This design comes from an exercise in tuning for small area and a short achievable clock period on the open sky130 flow, not from production work.
At most, simulation tests tie the RTL to the original design; equivalence was not proved.
Function not checked in run 1: the RTL went through the layout flow alone.
Power is estimated from default activity; no workload was simulated.

**design.v**
```verilog
module axis_dwidth_upsizer #(
  parameter WIDTH      = 32,  
  parameter NUM_REG    =  4  
)(
    input  logic aclk,
    input  logic aresetn,
    input  logic s_axis_tvalid,
    output logic s_axis_tready,
    input  logic [WIDTH-1:0] s_axis_tdata,
    input  logic s_axis_tlast,
    output logic m_axis_tvalid,
    input  logic m_axis_tready,
    output logic [WIDTH*NUM_REG-1:0] m_axis_tdata,
    output logic m_axis_tlast
);
  logic [NUM_REG*WIDTH-1:0] s_reg;
  logic [NUM_REG-1:0] pos;    
  logic       full;           
  logic       vld;            
  logic       rdy;            
  logic       tl;             
  logic       fill;           
  wire acc   = |pos;
  wire shift = (acc & s_axis_tvalid) | fill;    
  wire [WIDTH-1:0] din = s_axis_tdata & {WIDTH{~fill}};
  genvar k;
  generate
    for (k = 0; k < NUM_REG; k = k + 1) begin : g_slot
      always @(posedge aclk) begin
        if (pos[k] & (s_axis_tvalid | fill))
          s_reg[(NUM_REG-k)*WIDTH-1 -: WIDTH] <= din;
      end
    end
  endgenerate
  logic [NUM_REG-1:0] pos_n;
  logic full_n, vld_n, tl_n;
  always @* begin
    pos_n  = shift ? {pos[NUM_REG-2:0], 1'b0} : pos;
    pos_n[0] = pos_n[0] | (vld & m_axis_tready);
    full_n = pos[NUM_REG-1] & shift;
    vld_n  = full | (vld & ~m_axis_tready);
    if (acc)
      tl_n = tl | s_axis_tlast;
    else if (vld & m_axis_tready)
      tl_n = 0;
    else
      tl_n = tl;
  end
  always @(posedge aclk) begin
    if (aresetn == 0) begin
      pos  <= 1;
      full <= 0;
      vld  <= 0;
      rdy  <= 1;
      tl   <= 0;
      fill <= 0;
    end else begin
      pos  <= pos_n;
      full <= full_n;
      vld  <= vld_n;
      rdy  <= ~vld_n;
      tl   <= tl_n;
      fill <= tl_n & |pos_n[NUM_REG-1:1];
    end
  end
  assign s_axis_tready = rdy;
  assign m_axis_tvalid = vld;
  assign m_axis_tdata  = s_reg;
  assign m_axis_tlast  = tl;
endmodule
```
**flow/run.sh**
```bash
#!/bin/bash
# Standard ORFS layout with: the smallest buffer cell for the port buffers
# (buffer_ports otherwise picks a clock delay buffer), and a shallow clock tree
# of large clock buffers without dummy loads.
set -euo pipefail
CTS="-sink_clustering_enable -repair_clock_nets -dont_use_dummy_load -sink_clustering_size 20 -sink_clustering_max_diameter 60 -buf_list sky130_fd_sc_hd__clkbuf_8"
bash standard.sh BUFFER_PORTS_ARGS="-buffer_cell sky130_fd_sc_hd__buf_1" CTS_ARGS="$CTS" finish > orfs_make.log 2>&1
```
**standard.sh**
```bash
#!/bin/bash
# synth_recipe.tcl (not shown) runs the flow's synth.tcl, then flattens the netlist and writes it again
# the make line also repeats each setting of config.mk as NAME=value (left out here)
make -C /OpenROAD-flow-scripts/flow DESIGN_CONFIG=/design/flow/config.mk WORK_HOME=/design/flow/orfs CLKGATE_MAP_FILE= SYNTH_SCRIPT=/design/flow/synth_recipe.tcl "${@:-finish}"
```
**config.mk**
```make
export PLATFORM = sky130hd
export DESIGN_NAME = axis_dwidth_upsizer
export DESIGN_NICKNAME = axis_dwidth_upsizer
export VERILOG_FILES = /design/flow/design.v
export SDC_FILE = /design/flow/constraint.sdc
export NUM_CORES = 4
export LEC_CHECK = 0
export CAP_MARGIN = 20
export CORE_MARGIN = 2
export CORE_UTILIZATION = 60
export SLEW_MARGIN = 20
```
**constraint.sdc**
```tcl
create_clock -name core_clock -period 3.5 [get_ports {aclk}]
set_input_delay 0.7000 -clock core_clock [delete_from_list [all_inputs] [get_ports {aclk}]]
set_output_delay 0.7000 -clock core_clock [all_outputs]
set_load 0.01 [all_outputs]
```
==> results.py, run 1 <==
metrics = {
    "sta": {
        "tightest_slew_ns": 1.03,
        "clock.fmax_mhz": 459,
        "fin_crit_sh_pct": 62.2,
        "fin_skew_ns": 0.0240,
        "slew_viol_final": 0,
        "setup_viol": 0,
        "hold_viol_final": 0,
        "fin_crit_ns": 2.18,
        "fin_tns_setup_ns": 0,
        "rsz0062_at_grt": "false",
        "slew_headroom_pct": 31.1,
    },
    "cts": {
        "clk_path_buf_depth": 2,
        "ctsHoldBuffers": 0,
        "cts-root-buf": "clkbuf_8",
        "clk_latency_ns": 0.41,
        "cts_tree": "done",
        "cts.sinks": 137,
        "cts_setup_buffers": 0,
        "path_clk_slew_ns": 0.07,
        "cts_max_level": 4,
        "post_cts_resized": 0,
        "numCtsBuffers": 17,
    },
    "yosys": {
        "yosys_register_bits": 137,
        "synthDistinctLibCells": 17,
        "synth_top_area_share_pct": 87.8,
        "yosysTopAreaCell": "edfxtp_1",
        "syn-num-nets": 233,
        "yosys_warnings": 1,
        "yosysSeqAreaShare_pct": 91.9,
        "synthCells": 196,
        "avgSynthCellArea_um2": 22.3,
        "synth.area.top_cells": "edfxtp_1 88%, nor2b_1 5.3%, dfxtp_1 4.1%, o21a_1 0.51%, and2_1 0.29%",
        "post_synth_instance_area_um2": 4380,
    },
    "cells_and_area": {
        "final_cell_mix": "167 x buf_1, 128 x edfxtp_1, 34 x nor2b_1",
        "nets": 419,
        "seq_area_um2": 4020,
        "multi_input_area_um2": 363,
        "finalInstanceArea_um2": 5400,
        "antenna_cells": 0,
        "areaGrowthSynthToFinish_pct": 23.3,
        "final_common_cell": "buf_1",
        "layout-drive-gt1-share_pct": 6.58,
        "final_core_util_pct": 75.2,
        "fill_cells": 450,
        "largest_register_ffs": 128,
    },
    "drt": {
        "avgViaCountPerCell": 4.89,
        "drtIter0Drc": 181,
        "first_pass_iters": 4,
        "vias": 2343,
        "wire_per_inst_um": 16.6,
        "ant_nets": 0,
        "wirelength_um": 7940,
        "drc": 0,
    },
    "floorplanning": {
        "boundaryPins": 168,
        "dieArea_um2": 8000,
        "die_y_um": 89.4,
        "rows": 31,
        "die_w_um": 89.4,
        "initial_core_util_pct": 61.0,
        "core_um2": 7180,
    },
    "setup_path": {
        "cp_slowest_stage_delay_ns": 0.86,
        "crit_path_max_fanout": 35,
        "end_kind": "register",
        "crit_arrival_ns": 2.18,
        "required_ns": 3.50,
        "regToRegSetupSlack_ns": 1.32,
        "path_delay_family": "simple AND/OR/NAND/NOR gates",
        "cp_slowest_cell": "nor2b_4",
        "path_buf_inv": 1,
        "start_kind": "register",
        "path_cells": "buf_4, nor2_1, nor2b_4",
        "path_class": "reg2reg",
    },
    "power": {
        "power_per_cell_area_nw_per_um2": 556,
        "ir_worst_vdd_uv": 384,
        "leakage_uw": 0.00174,
    },
    "grt": {
        "grt_start_max_net_pins": 36,
        "grt_pass1_vias": 2159,
        "grt_overflow": 0,
        "grt_pass1_wl_um": 10900,
        "groute.usage.overall_pct": 19.9,
        "antenna_found_initial": 0,
    },
    "placed_design": {
        "port_buffers": 167,
        "dp_hpwl_um": 5200,
        "gp_congestion": 0.793,
        "dpl_cell_area_um2": 5160,
    },
    "hold_path": {
        "hold_path_class": "reg2reg",
    },
    "status": {
        "status": "no timing/DRC/antenna violations",
    },
    "flow_run": {
        "maxCapViolCount": 0,
    },
}
[per-layer routing]
layer	vias up	wire [µm]	share of wire, %	GRT usage (%)
met2	125	3970	50	30.0
li1	1097	-	-	-
met3	8	690	8.7	8.96
met4	0	91	1.1	8.01
met5	-	0	0	0
met1	1113	3180	40	25.6
[cells by family after synthesis]
kind of cell | after synthesis | share of synthesized area, %
buffers and inverters | 4 | 0.343
AND/OR/NAND/NOR | 48 | 6.71
flip-flops | 137 | 91.9
AO/OA/AOI/OAI | 7 | 1.06
[per-stage QoR]
stage | worst slack [ns] | power, µW | hold slack [ns] | std cells
global route | 1.17 | 3120 | 0.518 | 479
global placement | 1.22 | 2160 | 0.465 | 462
CTS | 1.28 | 3030 | 0.482 | 479
detailed placement | 1.23 | 2160 | 0.469 | 462
floorplan | 0.805 | 2060 | 0.431 | 196
finish | 1.32 | 3000 | 0.473 | 479
[path summary, 6_finish.rpt]
path         startpoint         to  cells after the start
max                fill  s_reg[28]                      3
min                full        rdy                      1
max reg2reg        fill  s_reg[28]                      3
min reg2reg        full        rdy                      1
[power breakdown]
part	internal (µW)	switching [µW]
clock network	427	449
logic	59.7	147
registers	1900	22.5
total	2380	618
[layout make-up]
type                    instances  share of cell area, %
flip-flops and latches        137                   74.5
repair buffers                170                   12.0
multi-input cells              55                   6.72
clock buffers                  17                   4.33
well taps                      99                   2.29
inverters                       1                 0.0695
[cell usage after synthesis]
cell,number
inv_1,1
o21ai_0,2
nor4_1,1
clkbuf_1,3
a21oi_1,1
nor3_1,1
nand2_1,2
dfxtp_1,9
nor2_1,2
a21oi_2,1
nor2b_1,37
nor3b_1,1
o21a_1,3
edfxtp_1,128
or4_4,1
nand3_1,1
and2_1,2
==> inputs of run 2 (changes only) <==
==> design.v (replaced) <==
module axis_dwidth_upsizer #(
  parameter WIDTH      = 32,  
  parameter NUM_REG    =  4  
)(
    input  logic aclk,
    input  logic aresetn,
    input  logic s_axis_tvalid,
    output logic s_axis_tready,
    input  logic [WIDTH-1:0] s_axis_tdata,
    input  logic s_axis_tlast,
    output logic m_axis_tvalid,
    input  logic m_axis_tready,
    output logic [WIDTH*NUM_REG-1:0] m_axis_tdata,
    output logic m_axis_tlast
);
  logic [NUM_REG*WIDTH-1:0] s_reg;
  logic [2:0] cnt;
  logic       vld;
  logic       tl;    
  wire idle    = (cnt == 0) & ~vld;
  wire full    = (cnt == NUM_REG);
  wire loading = (cnt != 0) & ~full;
  wire fill    = loading & tl;
  wire shift   = (idle & s_axis_tvalid) | (loading & (tl | s_axis_tvalid));
  always @(posedge aclk) begin
    if (shift)
      s_reg <= {s_reg[(NUM_REG-1)*WIDTH-1:0], fill ? {WIDTH{1'b0}} : s_axis_tdata};
  end
  always @(posedge aclk) begin
    if (aresetn == 0) begin
      cnt <= 0;
      vld <= 0;
      tl  <= 0;
    end else begin
      if (vld) begin
        if (m_axis_tready) begin
          vld <= 0;
          tl  <= 0;
        end
      end else if (full) begin
        vld <= 1;
        cnt <= 0;
      end else begin
        if (s_axis_tlast) tl <= 1;
        if (shift) cnt <= cnt + 1;
      end
    end
  end
  assign s_axis_tready = ~vld;
  assign m_axis_tvalid = vld;
  assign m_axis_tdata  = s_reg;
  assign m_axis_tlast  = tl;
endmodule
==> run.sh (new file) <==
#!/bin/bash
# synth_recipe.tcl (not shown) runs the flow's synth.tcl, then flattens the netlist and writes it again
# the make line also repeats each setting of config.mk as NAME=value (left out here)
make -C /OpenROAD-flow-scripts/flow DESIGN_CONFIG=/design/flow/config.mk WORK_HOME=/design/flow/orfs CLKGATE_MAP_FILE= SYNTH_SCRIPT=/design/flow/synth_recipe.tcl finish
--- a/config.mk
+++ b/config.mk
@@ -7,5 +7,5 @@
 export LEC_CHECK = 0
 export CAP_MARGIN = 20
 export CORE_MARGIN = 2
-export CORE_UTILIZATION = 60
+export CORE_UTILIZATION = 40
 export SLEW_MARGIN = 20
removed: flow/run.sh
removed: standard.sh
==> results.py, run 2 <==
metrics = {
    "status": {
        "status": "no timing/DRC/antenna violations",
    },
    "drt": {
        "top_layer": "met4",
        "wl_met2_um": 3960,
        "wl_met1_um": 3350,
        "first_pass_iters": 4,
        "wirelength_um": 8220,
        "avgViaCountPerCell": 4.39,
        "met3_length_um": 730,
        "vias": 2344,
        "wire_per_inst_um": 15.4,
        "ant_nets": 0,
        "drc": 0,
        "drtIter0Drc": 111,
    },
    "sta": {
        "slew_viol_final": 0,
        "fin_tns_setup_ns": 0,
        "setup_viol": 0,
        "rsz0062_at_grt": "false",
        "tightest_slew_ns": 0.654,
        "clock.fmax_mhz": 435,
        "slew_headroom_pct": 56.4,
        "fin_crit_sh_pct": 65.7,
        "layout_setup_ws_ns": 1.20,
        "fin_skew_ns": 0.00524,
        "fin_crit_ns": 2.30,
        "hold_viol_final": 0,
    },
    "floorplanning": {
        "die_y_um": 109,
        "core_um2": 10700,
        "rows": 38,
        "die_w_um": 109,
        "boundaryPins": 168,
        "dieArea_um2": 11800,
        "initial_core_util_pct": 40.7,
    },
    "yosys": {
        "yosys_warnings": 1,
        "avgSynthCellArea_um2": 22.2,
        "synthFlopType": "edfxtp_1",
        "post_synth_instance_area_um2": 4370,
        "syn-num-nets": 236,
        "async_flop_share_pct": 0,
        "synth-edff-count": 128,
        "yosysMostFrequentCell": "edfxtp_1",
        "yosysSeqAreaShare_pct": 90.2,
        "synthDistinctLibCells": 20,
        "synth_commonest_cells": "128 x edfxtp_1, 31 x and2_1, 5 x dfxtp_1, 4 x inv_1",
        "yosys_register_bits": 133,
        "yosysTopAreaCell": "edfxtp_1",
        "synth.area.top_cells": "edfxtp_1 88%, and2_1 4.4%, dfxtp_1 2.3%, ha_1 0.57%, a31oi_4 0.49%",
        "synthCells": 197,
        "synth_top_area_share_pct": 87.9,
    },
    "setup_path": {
        "r2r_end": "s_reg[104]",
        "end_kind": "output port",
        "start_kind": "register",
        "required_ns": 2.80,
        "path_class": "reg2out",
        "crit_path_max_fanout": 5,
        "worst_r2r_path_depth": 4,
        "regToRegSetupSlack_ns": 1.66,
        "worstReg2RegStart": "cnt[0]",
        "crit_arrival_ns": 1.60,
    },
    "placed_design": {
        "dpl_cell_area_um2": 6230,
        "place_ws_ns": 1.00,
        "dp_hpwl_um": 5610,
        "gp_congestion": 0.706,
        "port_buffers": 167,
    },
    "hold_path": {
        "hold_path_class": "reg2reg",
        "hold_end": "s_reg[94]",
        "hp-start": "s_reg[62]",
        "hold_depth": 0,
    },
    "grt": {
        "grt_overflow": 0,
        "antenna_found_initial": 0,
        "grt_pass1_wl_um": 11800,
        "grt_start_max_net_pins": 129,
        "groute.usage.overall_pct": 14.1,
        "grt_pass1_vias": 2213,
    },
    "cells_and_area": {
        "final_cell_mix": "167 x clkdlybuf4s50_1, 128 x edfxtp_1, 31 x and2_1",
        "largest_register_ffs": 128,
        "layout-drive-gt1-share_pct": 9.14,
        "antenna_cells": 0,
        "fill_cells": 834,
        "areaGrowthSynthToFinish_pct": 55.3,
        "final_common_cell": "clkdlybuf4s50_1",
        "nets": 420,
        "finalInstanceArea_um2": 6790,
    },
    "cts": {
        "numCtsBuffers": 17,
        "cts_tree": "done",
        "cts_max_level": 4,
        "cts-root-buf": "clkbuf_8",
        "clk_path_buf_depth": 2,
        "post_cts_resized": 0,
        "cts_setup_buffers": 0,
        "cts.sinks": 133,
        "path_clk_slew_ns": 0.06,
        "clk_latency_ns": 0.50,
        "ctsHoldBuffers": 0,
    },
    "power": {
        "power_per_cell_area_nw_per_um2": 645,
        "ir_worst_vdd_uv": 302,
        "leakage_uw": 0.00242,
    },
    "flow_run": {
        "maxCapViolCount": 0,
    },
}
run 2: changes by cell type after synthesis, moves of 2 or more:
cell and change:
and2_2 +2, nor2b_1 -34, clkbuf_2 +3, mux2i_1 +2, and2_1 +29, dfxtp_1 -4, inv_1 +3, clkbuf_1 -3
ha_1 +2
run 2: final cells by class:
class	count	area, µm²	share of cell area, %
Clock buffer	17	414	6.10
Timing Repair Buffer	168	1690	24.9
Clock inverter	15	139	2.05
Sequential cell	133	3940	58.1
Inverter	4	15.0	0.221
Tap cell	140	175	2.58
Multi-Input combinational cell	57	408	6.01
run 2: where the power goes:
part           total (µW)  switching [µW]  internal, µW
registers            2100            82.5          2020
clock network        1620             621          1000
logic                 655             277           378
total                4380             981          3400
run 2: worst max-delay path, cell delays in order, from the launching register on:
cell	delay (ns)
dfxtp_1	0.36
inv_1	0.17
clkdlybuf4s50_1	0.56
run 2: cells by family after synthesis:
group                    synth area share [%]
flip-flops                               90.2
AND/OR/NAND/NOR                          6.18
AO/OA/AOI/OAI                            1.86
buffers and inverters                   0.687
multiplexers                            0.458
adder cells (fa/ha/maj)                 0.572
run 2: stage by stage:
step | utilization [%] | total power, µW | std cells | hold slack (ns)
2_1_floorplan | - | 2340 | 197 | 0.456
3_3_place_gp | 58.0 | 2790 | 502 | 0.431
3_5_place_dp | 58.0 | 2800 | 502 | 0.432
4_1_cts | 63.2 | 4430 | 534 | 0.444
5_1_grt | 63.2 | 4550 | 534 | 0.453
6_report | 63.2 | 4380 | 534 | 0.443
run 2: layer usage:
layer	vias up	global-route usage, %
met2	109	21.7
li1	1116	-
met3	13	6.15
met1	1106	16.6
met4	0	7.97
met5	-	0
run 2: how the worst max path moves through the flow:
stage	startpoint	endpoint	slack (ns)	cells after the start
4_1_cts	vld	s_axis_tready	1.16	2
3_5_place_dp	s_axis_tvalid	s_reg[127]	1.00	4
3_3_place_gp	s_axis_tvalid	s_reg[127]	1.04	4
2_1_floorplan	s_axis_tvalid	s_reg[0]	0.23	2
6_report	vld	s_axis_tready	1.20	2
5_1_grt	vld	s_axis_tready	1.12	2

afterwards: timing with drivers on the ports:
The results above use ideal ports. As a check the final layouts listed here were re-extracted and re-timed, cells and wires unchanged.
Step 1 sets driving cells, clkbuf_16 on the clock port and buf_2 on the other inputs (assumed; they add their load-dependent delay and slew).
Step 2 adds t to the input delays and takes it off the output delays; t is the mean of the earliest and latest rising clock arrival at the registers after step 1. Input paths then give back, and output paths get back, about the clock's delay inside the block.
Three values: ideal ports, drivers, drivers and shift; two values: the first two.
| run | t, ns | setup WS [ns] | worst hold slack (ns) | latest minus earliest clock arrival (ns) |
|---|---|---|---|---|
| run 1 | 0.425 | 1.321 / 1.321 / 1.204 | 0.473 / 0.473 / 0.473 | 0.028 / 0.028 |
| run 2 | 0.533 | 1.200 / 1.167 / 0.978 | 0.443 / 0.443 / 0.443 | 0.006 / 0.006 |
After both steps every run listed still meets setup and hold. For run 2, which loses most, drivers alone change the setup slack by -0.033 ns; drivers and shift together by -0.222 ns.
